Source: an optimization exercise on an open RTL-to-GDS flow (aim: small area and a short achievable clock period). Production flows keep margins and buffers that such runs may drop.
Where RTL was checked, it was by simulation tests only, not by an equivalence proof against the original.
The clock port is modelled as an ideal driver; clocking choices that lean on that would not hold on a real chip.

Setup of alpha:
## fpu_mul
module fpu_mul( input         CLK,
                input         RESET,
                input         EN,
                input  [31:0] A,
                input  [31:0] B,
                output [31:0] Z );
wire zero_in = (A[30:0] == 31'd0) | (B[30:0] == 31'd0);
wire [8:0] esum_in = {1'b0, A[30:23]} + {1'b0, B[30:23]};
wire [24:0] yb = {1'b1, B[22:0], 1'b0};    
wire [11:0] one_in, two_in, neg_in;
genvar gj;
generate for (gj = 0; gj < 12; gj = gj + 1) begin : benc
  wire y2 = yb[2*gj+2], y1 = yb[2*gj+1], y0 = yb[2*gj];
  assign one_in[gj] = y1 ^ y0;
  assign two_in[gj] = (y2 & ~y1 & ~y0) | (~y2 & y1 & y0);
  assign neg_in[gj] = y2;
end endgenerate
reg        zero_r, sign_r;
reg  [8:0] esum_r;
reg [22:0] ma;
reg [11:0] one, two, neg;
always_ff @(posedge CLK)
  if (RESET) begin
    zero_r <= 1'b1; sign_r <= 1'b0;
  end else if (EN) begin
    zero_r <= zero_in; sign_r <= A[31] ^ B[31];
  end
always_ff @(posedge CLK) begin
  if (EN) esum_r <= esum_in;
  if (RESET) begin
    ma <= 23'd0; one <= 12'd0; two <= 12'd0; neg <= 12'd0;
  end else if (EN) begin
    ma <= A[22:0]; one <= one_in; two <= two_in; neg <= neg_in;
  end
end
wire [24:0] t0;
wire [24:0] t1;
wire [24:0] t2;
wire [24:0] t3;
wire [24:0] t4;
wire [24:0] t5;
wire [24:0] t6;
wire [24:0] t7;
wire [24:0] t8;
wire [24:0] t9;
wire [24:0] t10;
wire [24:0] t11;
wire hs0, hc0;
wire hs1, hc1;
wire fs0, fc0;
wire hs2, hc2;
wire fs1, fc1;
wire hs3, hc3;
wire fs2, fc2;
wire fs3, fc3;
wire hs4, hc4;
wire fs4, fc4;
wire fs5, fc5;
wire hs5, hc5;
wire fs6, fc6;
wire fs7, fc7;
wire fs8, fc8;
wire hs6, hc6;
wire fs9, fc9;
wire fs10, fc10;
wire fs11, fc11;
wire hs7, hc7;
wire fs12, fc12;
wire fs13, fc13;
wire fs14, fc14;
wire fs15, fc15;
  ...
export LEC_CHECK = 0
export ABC_AREA = 1
export CAP_MARGIN = 20
export CORE_MARGIN = 2
export CORE_UTILIZATION = 55
export SETUP_SLACK_MARGIN = 5
export SLEW_MARGIN = 20
export SYNTH_HIERARCHICAL = 1
export TNS_END_PERCENT = 10
create_clock -name core_clock -period 10.0 [get_ports {CLK}]
standard.sh (not shown) runs the stock make flow with config.mk's settings and CLKGATE_MAP_FILE= SYNTH_SCRIPT=/design/flow/synth_recipe.tcl, a recipe that flattens the netlist after the stock synthesis.
==> flow/flow/run.sh <==
#!/bin/bash
# Layout flow: the standard flow (standard.sh, the ORFS make targets) with
#  - the port buffers that ORFS inserts on every input and output made with
#    sky130_fd_sc_hd__buf_1 (BUFFER_PORTS_ARGS) instead of the default choice;
#  - a POST_CTS hook (flow/skew.tcl) that clocks the second pipeline register,
#    which has no port connections, through one extra clock buffer per
#    clock-tree leaf (useful skew between internal register stages only).
# Synthesis, floorplan, placement, CTS and routing are otherwise unchanged.
# Each ORFS step writes its full log under orfs/logs/; make's own output goes
# to standard.log here.
set -euo pipefail
MARGIN=$(cat flow/margin.txt 2>/dev/null || echo 6)
BUF=$(cat flow/portbuf.txt 2>/dev/null || echo sky130_fd_sc_hd__buf_1)
HOOK=$(pwd)/flow/skew.tcl
export R2_SKEW_BUF=$(cat flow/skewbuf.txt 2>/dev/null || echo sky130_fd_sc_hd__clkbuf_2)
sed -E "s#SETUP_SLACK_MARGIN=[0-9.+-]+#SETUP_SLACK_MARGIN=${MARGIN} 'BUFFER_PORTS_ARGS=-buffer_cell ${BUF}' POST_CTS_TCL=${HOOK}#" standard.sh > standard_flow.sh
grep -q "SETUP_SLACK_MARGIN=${MARGIN} " standard_flow.sh
bash standard_flow.sh > standard.log 2>&1
==> flow/flow/margin.txt <==
6.3
==> flow/flow/skewbuf.txt <==
sky130_fd_sc_hd__clkbuf_4
Other scripts of this flow, unchanged in this note and not shown: flow/flow/skew.tcl
Changes in beta relative to alpha:
==> flow/flow/skewbuf.txt <==
sky130_fd_sc_hd__clkbuf_8
--- outcome ---
beta vs. alpha: design area did not really move.
Between alpha and beta, the global routing usage summed across all routing layers does not differ in any meaningful way.
Summary of beta over alpha: maximum fanout along the worst path now sits higher; setup slack now sits lower.
The following lists how gamma was set up differently from beta:
==> flow/flow/margin.txt <==
6.6
--- outcome ---
The final area of gamma is higher than that of beta. Re remaining antenna violation count: no difference whatsoever between gamma and beta.
Changes in delta relative to gamma:
==> flow/flow/margin.txt <==
6.45
Relative to gamma, the final area measured on delta has decreased slightly.
On worst relative slew slack: delta sits below gamma.

run A:
fpu_mul, a different RTL version from the one above (not shown whole).
Settings: LEC_CHECK=0, ABC_AREA=1, CAP_MARGIN=20, CORE_MARGIN=2, CORE_UTILIZATION=40, SETUP_SLACK_MARGIN=5, SLEW_MARGIN=20, SYNTH_HIERARCHICAL=1, TNS_END_PERCENT=10; clock period 10.0 ns.
==> flow/flow/run.sh <==
#!/bin/bash
# Layout flow: the standard flow (standard.sh, the ORFS make targets) with
#  - the port buffers that ORFS inserts on every input and output made with
#    sky130_fd_sc_hd__buf_1 (BUFFER_PORTS_ARGS) instead of the default choice.
# Synthesis, floorplan, placement, CTS and routing are otherwise unchanged.
# Each ORFS step writes its full log under orfs/logs/; make's own output goes
# to standard.log here.
set -euo pipefail
MARGIN=$(cat flow/margin.txt 2>/dev/null || echo 6)
BUF=$(cat flow/portbuf.txt 2>/dev/null || echo sky130_fd_sc_hd__buf_1)
sed -E "s/SETUP_SLACK_MARGIN=[0-9.+-]+/SETUP_SLACK_MARGIN=${MARGIN} 'BUFFER_PORTS_ARGS=-buffer_cell ${BUF}'/" standard.sh > standard_margin.sh
grep -q "SETUP_SLACK_MARGIN=${MARGIN} " standard_margin.sh
bash standard_margin.sh > standard.log 2>&1
==> flow/flow/margin.txt <==
6.0
Run A was carried through to the last stage, and its layout satisfied the timing, design-rule and antenna checks.
For run B, these inputs were changed with respect to run A:
Settings: swapping 40 for 55 in CORE_UTILIZATION.
==> flow/flow/margin.txt <==
6.3
Notes after the runs:
Measured against each other, run B and run A differ in die boundary width, the higher figure coming from run A. Run B ended with less met2 routed wirelength than run A. Run B: worst slack after detailed placement is 25 ps higher than what run A reported. Relative to run A, the initial cell density of the core of run B is higher by 15 points. Delta (run B minus run A): via count increased about 1.2%; worst hold margin increased 8.9 ps; layout overhead on the synthesized area increased 2.5 points; routed wire length decreased about 1%. Worst slew margin relative to its limit delta (run B − run A): favourable. A last element of the critical path of hB[31]$_DFF_P_ is what run A shows, while hB[22]$_DFF_P_ belongs to run B.
--- input diff run B..run C ---
Settings: swapping 55 for 40 in CORE_UTILIZATION.
==> flow/flow/margin.txt <==
6.2
Notes after the runs:
- The final reports for run C and run B show data required time of the critical path higher in the former.
- Summary of run C over run B: overall track demand over capacity in global routing fell by 7.9 points; minimum clock period after layout rose by 70 ps; post-layout instance count excluding filler cells rose by 195.
- Looking at pin count of the biggest net entering global routing, run C sits above run B.
- When run C is measured against run B, its fraction of area in multi-input gates turns out 0.60 points lower.
Changes in run D relative to run C:
==> flow/flow/margin.txt <==
6.4
[summary]
Worst path setup slack after routing: run D and run C compared, higher one is run C
Run C -> run D: adder and majority cell fraction of the synthesized area delta 0, exact match
Uppermost signal routing layer after detailed routing = met5: run C; uppermost signal routing layer after detailed routing = met4: run D
Going from run C to run D, sum of met2 wire segment lengths after detailed routing climbed 3.4%; via count of the routed design +201; total wirelength of the detailed-routed design saw an increase.
No functional check of the RTL was part of any run of this note.

fpu_mul, a different RTL version from the one above (not shown whole).
For scale: roughly 2,200 cells after synthesis, about 160 flip-flops, about 99 I/O pins.
==> flow/config.mk <==
export PLATFORM = sky130hd
export DESIGN_NAME = fpu_mul
export DESIGN_NICKNAME = fpu_mul
export VERILOG_FILES = /design/flow/design.v
export SDC_FILE = /design/flow/constraint.sdc
export NUM_CORES = 4
export LEC_CHECK = 0
export ABC_AREA = 1
export CAP_MARGIN = 20
export CORE_MARGIN = 2
export CORE_UTILIZATION = 40
export SETUP_SLACK_MARGIN = 5
export SLEW_MARGIN = 20
export SYNTH_HIERARCHICAL = 1
==> flow/constraint.sdc <==
create_clock -name core_clock -period 10.0 [get_ports {CLK}]
set_input_delay 2.0000 -clock core_clock [delete_from_list [all_inputs] [get_ports {CLK}]]
set_output_delay 2.0000 -clock core_clock [all_outputs]
set_load 0.01 [all_outputs]
run.sh (not shown) runs the stock make flow with config.mk's settings and CLKGATE_MAP_FILE= SYNTH_SCRIPT=/design/flow/synth_recipe.tcl, a recipe that flattens the netlist after the stock synthesis.
Stock flow here: none of the scripts above is used.
Then changed:
- ABC_AREA: 1 -> default
- SETUP_SLACK_MARGIN: 5 -> default
- SYNTH_HIERARCHICAL: 1 -> default
The new run produced a clean layout. Setup slack degrades by 2100 ps. First-iteration DRC count goes up by 74%. Routed wire length goes up by 41%. Hold slack improves by 4.3 ps. Via count goes up by 47%. Cell count goes up by 33%.
No run of this note included a check of the RTL's function; only the layout flow was run.

== pepper ==
fpu_mul with an RTL version that a note above also has.
For scale: ~2200 cells after synthesis, roughly 99 I/O pins, ~20000 µm² of cells after synthesis.
==> flow/config.mk <==
export PLATFORM = sky130hd
export DESIGN_NAME = fpu_mul
export DESIGN_NICKNAME = fpu_mul
export VERILOG_FILES = /design/flow/design.v
export SDC_FILE = /design/flow/constraint.sdc
export NUM_CORES = 4
export LEC_CHECK = 0
export ABC_AREA = 1
export CAP_MARGIN = 20
export CORE_MARGIN = 2
export CORE_UTILIZATION = 55
export CTS_BUF_LIST = sky130_fd_sc_hd__clkbuf_8
export SETUP_SLACK_MARGIN = 5
export SLEW_MARGIN = 20
export SYNTH_HIERARCHICAL = 1
export TNS_END_PERCENT = 10
==> flow/constraint.sdc <==
create_clock -name core_clock -period 10.0 [get_ports {CLK}]
set_input_delay 2.0000 -clock core_clock [delete_from_list [all_inputs] [get_ports {CLK}]]
set_output_delay 2.0000 -clock core_clock [all_outputs]
set_load 0.01 [all_outputs]
standard.sh (not shown) runs the stock make flow with config.mk's settings and CLKGATE_MAP_FILE= SYNTH_SCRIPT=/design/flow/synth_recipe.tcl, a recipe that flattens the netlist after the stock synthesis.
==> flow/flow/margin.txt <==
6.3
Scripts as last shown in full above: flow/flow/run.sh
#### Input delta (lagoon over pepper)
==> flow/flow/margin.txt <==
6.2
-- flow/config.mk --
<<< pepper, line 10
export CORE_MARGIN = 2
export CORE_UTILIZATION = 55
export CTS_BUF_LIST = sky130_fd_sc_hd__clkbuf_8
export SETUP_SLACK_MARGIN = 5
>>> lagoon, line 10
export CORE_MARGIN = 2
export CORE_UTILIZATION = 40
export SETUP_SLACK_MARGIN = 5
Findings:
lagoon ended up with a lower clock buffer count in the final layout than pepper did. The run with more routed wire is lagoon, not pepper. Setup slack (lower): lagoon. Comparing post-place instance area for pepper and lagoon, the smaller number came from pepper. Non-clock buffer count, lagoon vs pepper: up by a few percent. Minimum clock period after layout for lagoon: 44 ps up relative to pepper. Between pepper and lagoon, the sequential share of layout area is lower for lagoon. Lower synthesis-to-layout area growth was reported by pepper, not lagoon.

re-timing with driven ports:
Ports are ideal in the flow. The routed layouts listed here were re-timed in OpenROAD.
Step 1 assumes that a clkbuf_16 drives the clock port and a buf_2 every other input.
Step 2 adds t to the input delays and takes it off the output delays; t is the mean of the earliest and latest rising clock arrival at the registers after step 1. Input paths then give back, and output paths get back, about the clock's delay inside the block.
a / b / c = no drivers / after step 1 / after step 2; a / b = the first two.
run | t, ns | setup slack, ns | hold slack, ns | worst register clock-pin slew, ns | pins driven straight from the clock port
alpha | 0.595 | 6.260 / 6.260 / 6.191 | 0.180 / 0.180 / 0.180 | 0.12 / 0.12 | 1
beta | 0.577 | 6.255 / 6.255 / 6.207 | 0.205 / 0.205 / 0.205 | 0.09 / 0.09 | 1
gamma | 0.569 | 6.408 / 6.408 / 6.016 | 0.216 / 0.216 / 0.216 | 0.08 / 0.08 | 1
delta | 0.578 | 6.330 / 6.330 / 6.023 | 0.206 / 0.206 / 0.206 | 0.09 / 0.09 | 1
run A | 0.547 | 5.991 / 5.991 / 5.991 | 0.425 / 0.425 / 0.425 | 0.09 / 0.09 | 1
run B | 0.516 | 6.256 / 6.227 / 6.083 | 0.434 / 0.434 / 0.434 | 0.09 / 0.09 | 1
run C | 0.541 | 6.185 / 6.185 / 6.162 | 0.427 / 0.427 / 0.427 | 0.09 / 0.09 | 1
run D | 0.547 | 6.146 / 6.146 / 5.882 | 0.416 / 0.416 / 0.416 | 0.08 / 0.08 | 1
the first run of note 3 | 0.517 | 4.636 / 4.636 / 4.636 | 0.351 / 0.351 / 0.351 | 0.08 / 0.08 | 1
the second run of note 3 | 0.540 | 2.555 / 2.555 / 2.555 | 0.356 / 0.356 / 0.356 | 0.08 / 0.08 | 1
pepper | 0.560 | 6.233 / 6.233 / 6.233 | 0.342 / 0.342 / 0.342 | 0.12 / 0.12 | 1
lagoon | 0.552 | 6.189 / 6.189 / 6.026 | 0.338 / 0.338 / 0.338 | 0.08 / 0.08 | 1
After both steps every run listed still meets setup and hold. For gamma, which loses most, drivers alone change the setup slack by 0.000 ns; drivers and shift together by -0.392 ns.
